Background: an optimization exercise with open tools, aiming at small area. Do not read the settings as production practice. The RTL was checked by simulation tests, not by an equivalence proof against the original design.

==> delta: inputs <==
==> flow/design.v (excerpt) <==
module viterbi_decoder(
    input  logic       rst,
    input  logic       clk,
    input  logic       enable,
    input  logic [2:0] y1,
    input  logic [2:0] y2,
    output logic       decoded_bit
    );
clock: 4.5 ns
lec_check: 0
cap_margin: 20
core_margin: 2
core_utilization: 40
slew_margin: 20
synth_hierarchical: 1
run.sh (not shown) runs the stock make flow with config.mk's settings and CLKGATE_MAP_FILE= SYNTH_SCRIPT=/design/flow/synth_recipe.tcl, a recipe that flattens the netlist after the stock synthesis.
==> fjord (differences from delta) <==
Settings changed: CTS_BUF_LIST set to sky130_fd_sc_hd__clkbuf_4 sky130_fd_sc_hd__clkbuf_8, CTS_CLUSTER_SIZE set to 30.
==> summary.txt <==
STA
  – Slew @ Worst Pin: about 1.1 ns
  – Slew HR: 28.7%
  – Tcrit/Tclk final: a little over nine tenths

Cells and area
  – # fillers: 2663
  – Non-clock buffer area fraction after layout: 5.22%
  – Area occupied by multi-input gates: 6360 um2
  – Seq area share: 36.1%

Run status
  – Status: finished clean

Global routing
  – Global Route Usage Sum: between 10% and 20%
  – Vias in the first global route: 8245

Routing
  – DRT Pass-1 Iters: 10
# the run above: delta

==> summary.txt <==
Global routing
  – Vias in the first global route: 8356
  – Global Route Usage Sum: 18.9%

Run status
  – Status: finished clean

Cells and area
  – Area occupied by multi-input gates: 6370 um2
  – # fillers: 2669
  – Post-layout util: 47.2%
  – Seq area share: a little over a third

STA
  – Slew @ Worst Pin: 1.11 ns
  – Slew HR: 26.2%
  – Tcrit/Tclk final: around 98%
# the run above: fjord


* * *

==> v39: inputs <==
viterbi_decoder, a different RTL version from the one above (not shown whole).
Design viterbi_decoder, start of the top module:
module viterbi_decoder(
    input  logic       rst,
    input  logic       clk,
    input  logic       enable,
    input  logic [2:0] y1,
    input  logic [2:0] y2,
    output logic       decoded_bit
    );
==> module branch_metric_unit, before the edit <==
module branch_metric_unit(
    input  logic              rst,
    input  logic              clk,
    input  logic              enable,
    input  logic [2:0]        y1,
    input  logic [2:0]        y2,
    output logic signed [4:0] e,
    output logic signed [3:0] g,
    output logic signed [3:0] h,
    output logic              fneg
    );
    logic [5:0]        address;
    logic signed [4:0] e_n;
    logic signed [3:0] g_n, h_n;
    logic              fneg_n;
    assign address = {y2, y1};
    bm_table table_lookup (.address(address), .e_n(e_n), .g_n(g_n), .h_n(h_n), .fneg_n(fneg_n));
    always_ff @(posedge clk, posedge rst)
    begin
        if (rst) begin
            e    <= '0;
            g    <= '0;
            h    <= '0;
            fneg <= 1'b0;
        end
        else if (enable) begin
            e    <= e_n;
            g    <= g_n;
            h    <= h_n;
            fneg <= fneg_n;
        end
    end
endmodule
==> module survivor_path_stage, before the edit <==
module survivor_path_stage
    (input  logic         rst,
     input  logic         clk,
     input  logic         hold,
     input  logic [7 : 0] take1,
     input  logic [7 : 0] take0,
     input  logic [7 : 0] data_in,
     output logic [7 : 0] reg_data);
    logic [7:0] next_data;
    always_comb
        for (int s = 0; s < 8; s++)
            next_data[s] = ~((take1[s] & data_in[2*(s%4)+1]) |
                             (take0[s] & data_in[2*(s%4)]) |
                             (hold & reg_data[s]));
    always_ff @(posedge clk, posedge rst)
    begin
        if (rst)
            reg_data <= '0;
        else
            reg_data <= next_data;
    end
endmodule
==> module survivor_path, before the edit <==
module survivor_path
    (input  logic         rst,
     input  logic         clk,
     input  logic         enable,
     input  logic [7 : 0] data_in,
     output logic         out0,
     output logic         out1);
    logic       pol, hold;
    logic [7:0] take1, take0;
    logic [7:0] r0, stage0_next;
    logic [7:0] st [0:19];
    always_ff @(posedge clk, posedge rst)
    begin
        if (rst)
            pol <= 1'b0;
        else
            pol <= ~pol;
    end
    assign hold  = ~enable;
    assign take1 = {8{enable}} & data_in;
    assign take0 = {8{enable}} & ~data_in;
    assign stage0_next = ~(({8{enable}} & (data_in ^ {8{pol}})) | ({8{hold}} & r0));
    always_ff @(posedge clk, posedge rst)
    begin
        if (rst)
            r0 <= '0;
        else
            r0 <= stage0_next;
    end
    assign st[0] = r0;
    for (genvar k = 1; k < 20; k++) begin : stage
        survivor_path_stage u (.rst, .clk, .hold, .take1, .take0, .data_in(st[k-1]), .reg_data(st[k]));
    end
    assign out0 = pol ^ st[19][0];
    assign out1 = pol ^ st[19][1];
endmodule
==> module viterbi_decoder, before the edit <==
module viterbi_decoder(
    input  logic       rst,
    input  logic       clk,
    input  logic       enable,
    input  logic [2:0] y1,
    input  logic [2:0] y2,
    output logic       decoded_bit
    );
logic       enable_dly1, enable_dly2, enable_dly3;
logic signed [4:0] e;
logic              fneg;
logic signed [3:0] g, h;
logic [7:0] decision;
logic       decision0_out, out0, out1;
always_ff @(posedge clk, posedge rst)
begin
    if(rst) begin
        enable_dly1 <= 1'b0;
        enable_dly2 <= 1'b0;
        enable_dly3 <= 1'b0;
    end
    else begin
        enable_dly1 <= enable;
        enable_dly2 <= enable_dly1;
        enable_dly3 <= enable_dly2;
    end
end
branch_metric_unit BMU (.rst(rst), .clk(clk), .enable(enable_dly2), .y1(y1), .y2(y2),
                        .e(e), .g(g), .h(h), .fneg(fneg));
state_metric_unit SMU (.rst(rst), .clk(clk), .enable(enable_dly3),
                       .e(e), .g(g), .h(h), .fneg(fneg), .decision(decision),
                       .decision0_out(decision0_out));
survivor_path survivor_path_unit (.rst(rst), .clk(clk), .enable(enable_dly3),
                                  .data_in(decision), .out0(out0), .out1(out1));
assign decoded_bit = decision0_out ? out1 : out0;
endmodule
==> flow/config.mk <==
export PLATFORM = sky130hd
export DESIGN_NAME = viterbi_decoder
export DESIGN_NICKNAME = viterbi_decoder
export VERILOG_FILES = /design/flow/design.v
export SDC_FILE = /design/flow/constraint.sdc
export NUM_CORES = 4
export LEC_CHECK = 0
export CAP_MARGIN = 20
export CORE_MARGIN = 2
export CORE_UTILIZATION = 40
export CTS_CLUSTER_DIAMETER = 100
export CTS_CLUSTER_SIZE = 30
export SLEW_MARGIN = 20
export SYNTH_HIERARCHICAL = 1
==> flow/constraint.sdc <==
create_clock -name core_clock -period 4.5 [get_ports {clk}]
set_input_delay 0.9000 -clock core_clock [delete_from_list [all_inputs] [get_ports {clk}]]
set_output_delay 0.9000 -clock core_clock [all_outputs]
set_load 0.01 [all_outputs]
==> v35 (differences from v39) <==
- CORE_UTILIZATION: 40 -> 55
==> v36 (differences from v39) <==
--- a/flow/design.v
+++ b/flow/design.v
@@ -73,11 +73,5 @@
     bm_table table_lookup (.address(address), .e_n(e_n), .g_n(g_n), .h_n(h_n), .fneg_n(fneg_n));
-    always_ff @(posedge clk, posedge rst)
+    always_ff @(posedge clk)
     begin
-        if (rst) begin
-            e    <= '0;
-            g    <= '0;
-            h    <= '0;
-            fneg <= 1'b0;
-        end
-        else if (enable) begin
+        if (enable) begin
             e    <= e_n;
@@ -306,8 +300,5 @@
                              (hold & reg_data[s]));
-    always_ff @(posedge clk, posedge rst)
+    always_ff @(posedge clk)
     begin
-        if (rst)
-            reg_data <= '0;
-        else
-            reg_data <= next_data;
+        reg_data <= next_data;
     end
@@ -319,2 +310,3 @@
      input  logic         enable,
+     input  logic         full,
      input  logic [7 : 0] data_in,
@@ -337,8 +329,5 @@
     assign stage0_next = ~(({8{enable}} & (data_in ^ {8{pol}})) | ({8{hold}} & r0));
-    always_ff @(posedge clk, posedge rst)
+    always_ff @(posedge clk)
     begin
-        if (rst)
-            r0 <= '0;
-        else
-            r0 <= stage0_next;
+        r0 <= stage0_next;
     end
@@ -348,4 +337,4 @@
     end
-    assign out0 = pol ^ st[19][0];
-    assign out1 = pol ^ st[19][1];
+    assign out0 = full & (pol ^ st[19][0]);
+    assign out1 = full & (pol ^ st[19][1]);
 endmodule
@@ -379,2 +368,12 @@
 end
+logic [4:0] advances;
+logic       full;
+assign full = (advances == 5'd20);
+always_ff @(posedge clk, posedge rst)
+begin
+    if (rst)
+        advances <= '0;
+    else if (enable_dly3 && !full)
+        advances <= advances + 5'd1;
+end
 branch_metric_unit BMU (.rst(rst), .clk(clk), .enable(enable_dly2), .y1(y1), .y2(y2),
@@ -384,3 +383,3 @@
                        .decision0_out(decision0_out));
-survivor_path survivor_path_unit (.rst(rst), .clk(clk), .enable(enable_dly3),
+survivor_path survivor_path_unit (.rst(rst), .clk(clk), .enable(enable_dly3), .full(full),
                                   .data_in(decision), .out0(out0), .out1(out1));
- CORE_UTILIZATION: 40 -> 55
==> v21 (differences from v39) <==
--- a/flow/design.v
+++ b/flow/design.v
@@ -73,11 +73,5 @@
     bm_table table_lookup (.address(address), .e_n(e_n), .g_n(g_n), .h_n(h_n), .fneg_n(fneg_n));
-    always_ff @(posedge clk, posedge rst)
+    always_ff @(posedge clk)
     begin
-        if (rst) begin
-            e    <= '0;
-            g    <= '0;
-            h    <= '0;
-            fneg <= 1'b0;
-        end
-        else if (enable) begin
+        if (enable) begin
             e    <= e_n;
@@ -306,8 +300,5 @@
                              (hold & reg_data[s]));
-    always_ff @(posedge clk, posedge rst)
+    always_ff @(posedge clk)
     begin
-        if (rst)
-            reg_data <= '0;
-        else
-            reg_data <= next_data;
+        reg_data <= next_data;
     end
@@ -319,2 +310,3 @@
      input  logic         enable,
+     input  logic         full,
      input  logic [7 : 0] data_in,
@@ -337,8 +329,5 @@
     assign stage0_next = ~(({8{enable}} & (data_in ^ {8{pol}})) | ({8{hold}} & r0));
-    always_ff @(posedge clk, posedge rst)
+    always_ff @(posedge clk)
     begin
-        if (rst)
-            r0 <= '0;
-        else
-            r0 <= stage0_next;
+        r0 <= stage0_next;
     end
@@ -348,4 +337,4 @@
     end
-    assign out0 = pol ^ st[19][0];
-    assign out1 = pol ^ st[19][1];
+    assign out0 = full & (pol ^ st[19][0]);
+    assign out1 = full & (pol ^ st[19][1]);
 endmodule
@@ -379,2 +368,12 @@
 end
+logic [4:0] advances;
+logic       full;
+assign full = (advances == 5'd20);
+always_ff @(posedge clk, posedge rst)
+begin
+    if (rst)
+        advances <= '0;
+    else if (enable_dly3 && !full)
+        advances <= advances + 5'd1;
+end
 branch_metric_unit BMU (.rst(rst), .clk(clk), .enable(enable_dly2), .y1(y1), .y2(y2),
@@ -384,3 +383,3 @@
                        .decision0_out(decision0_out));
-survivor_path survivor_path_unit (.rst(rst), .clk(clk), .enable(enable_dly3),
+survivor_path survivor_path_unit (.rst(rst), .clk(clk), .enable(enable_dly3), .full(full),
                                   .data_in(decision), .out0(out0), .out1(out1));
- CORE_UTILIZATION: 40 -> 65
==> notes.md <==
outcome=finished clean; total wire length=31700 um; grt met1 use=42.5%; crit-path cells=ha_1 > fa_1 > fa_1 > fa_1 > fa_1 > inv_1 > fa_1 > nand4_1 > o21ai_2 > nor2_1 > buf_4 > a222oi_1; worst reg2reg setup slack=0.20 ns; Chip Width=152 um; Worst path max stage delay=0.56 ns; FILL cells=1725; first-pass GRT wire length=50500 um; worst r2r src=BMU.g[0]$_DFFE_PP0P_; initial antenna violation count=1; met3 wire len=3490 um; Placed Instance Area=12300 um2
(the above is from v35)
==> notes.md <==
Chip Width=147 um; worst r2r src=BMU.h[0]$_DFFE_PP_; first-pass GRT wire length=45300 um; crit-path cells=buf_4 > ha_1 > fa_1 > fa_1 > fa_1 > fa_1 > inv_1 > fa_1 > nand4_1 > o21ai_2 > nor2_1 > buf_4 > a222oi_1; worst reg2reg setup slack=0.11 ns; total wire length=28400 um; outcome=finished clean; Placed Instance Area=11700 um2; met3 wire len=2690 um; initial antenna violation count=0; grt met1 use=38.7%
(the above is from v36)
==> notes.md <==
crit-path cells=ha_1 > fa_1 > fa_1 > fa_1 > fa_1 > inv_1 > fa_1 > nand4_1 > o21ai_2 > buf_4 > nor2_1 > buf_4 > a222oi_1; worst r2r src=BMU.g[0]$_DFFE_PP0P_; total wire length=29800 um; Chip Width=177 um; first-pass GRT wire length=48100 um; yosys warns=15; outcome=finished clean; via count=8229; met3 wire len=2330 um; worst reg2reg setup slack=0.17 ns; Biggest Area Class=multi-input gates; Worst path max stage delay=0.55 ns; Placed Instance Area=12500 um2
(the above is from v39)
==> notes.md <==
Chip Width=135 um; worst r2r src=BMU.g[0]$_DFFE_PP_; outcome=finished clean; first-pass GRT wire length=45200 um; FILL cells=1244; grt met1 use=46.7%; Placed Instance Area=11600 um2; Worst path max stage delay=0.54 ns
(the above is from v21)

==> port drivers added, routing unchanged <==
Ports are ideal in the flow. The routed layouts listed here were re-timed in OpenROAD.
Step 1, drivers: a clkbuf_16 drives clk and a buf_2 each remaining input, both assumed.
Step 2 moves the port delays by t, midway between the first and last clock arrival at a register: inputs arrive t later, outputs are due t later. That takes back most of the time a late clock gives input paths.
Three values: ideal ports, drivers, drivers and shift; two values: the first two.
| run | t, ns | setup WS [ns] | worst slew at a driven data input, ns |
|---|---|---|---|
| delta | 0.569 | 0.115 / 0.098 / 0.115 | 0.04 |
| fjord | 0.579 | 0.104 / 0.104 / 0.104 | 0.04 |
| v39 | 0.522 | 0.170 / 0.170 / 0.170 | 0.03 |
| v35 | 0.514 | 0.203 / 0.203 / 0.203 | 0.03 |
| v36 | 0.512 | 0.109 / 0.109 / 0.109 | 0.03 |
| v21 | 0.509 | 0.183 / 0.183 / 0.183 | 0.03 |
After both steps every run listed still meets setup and hold.
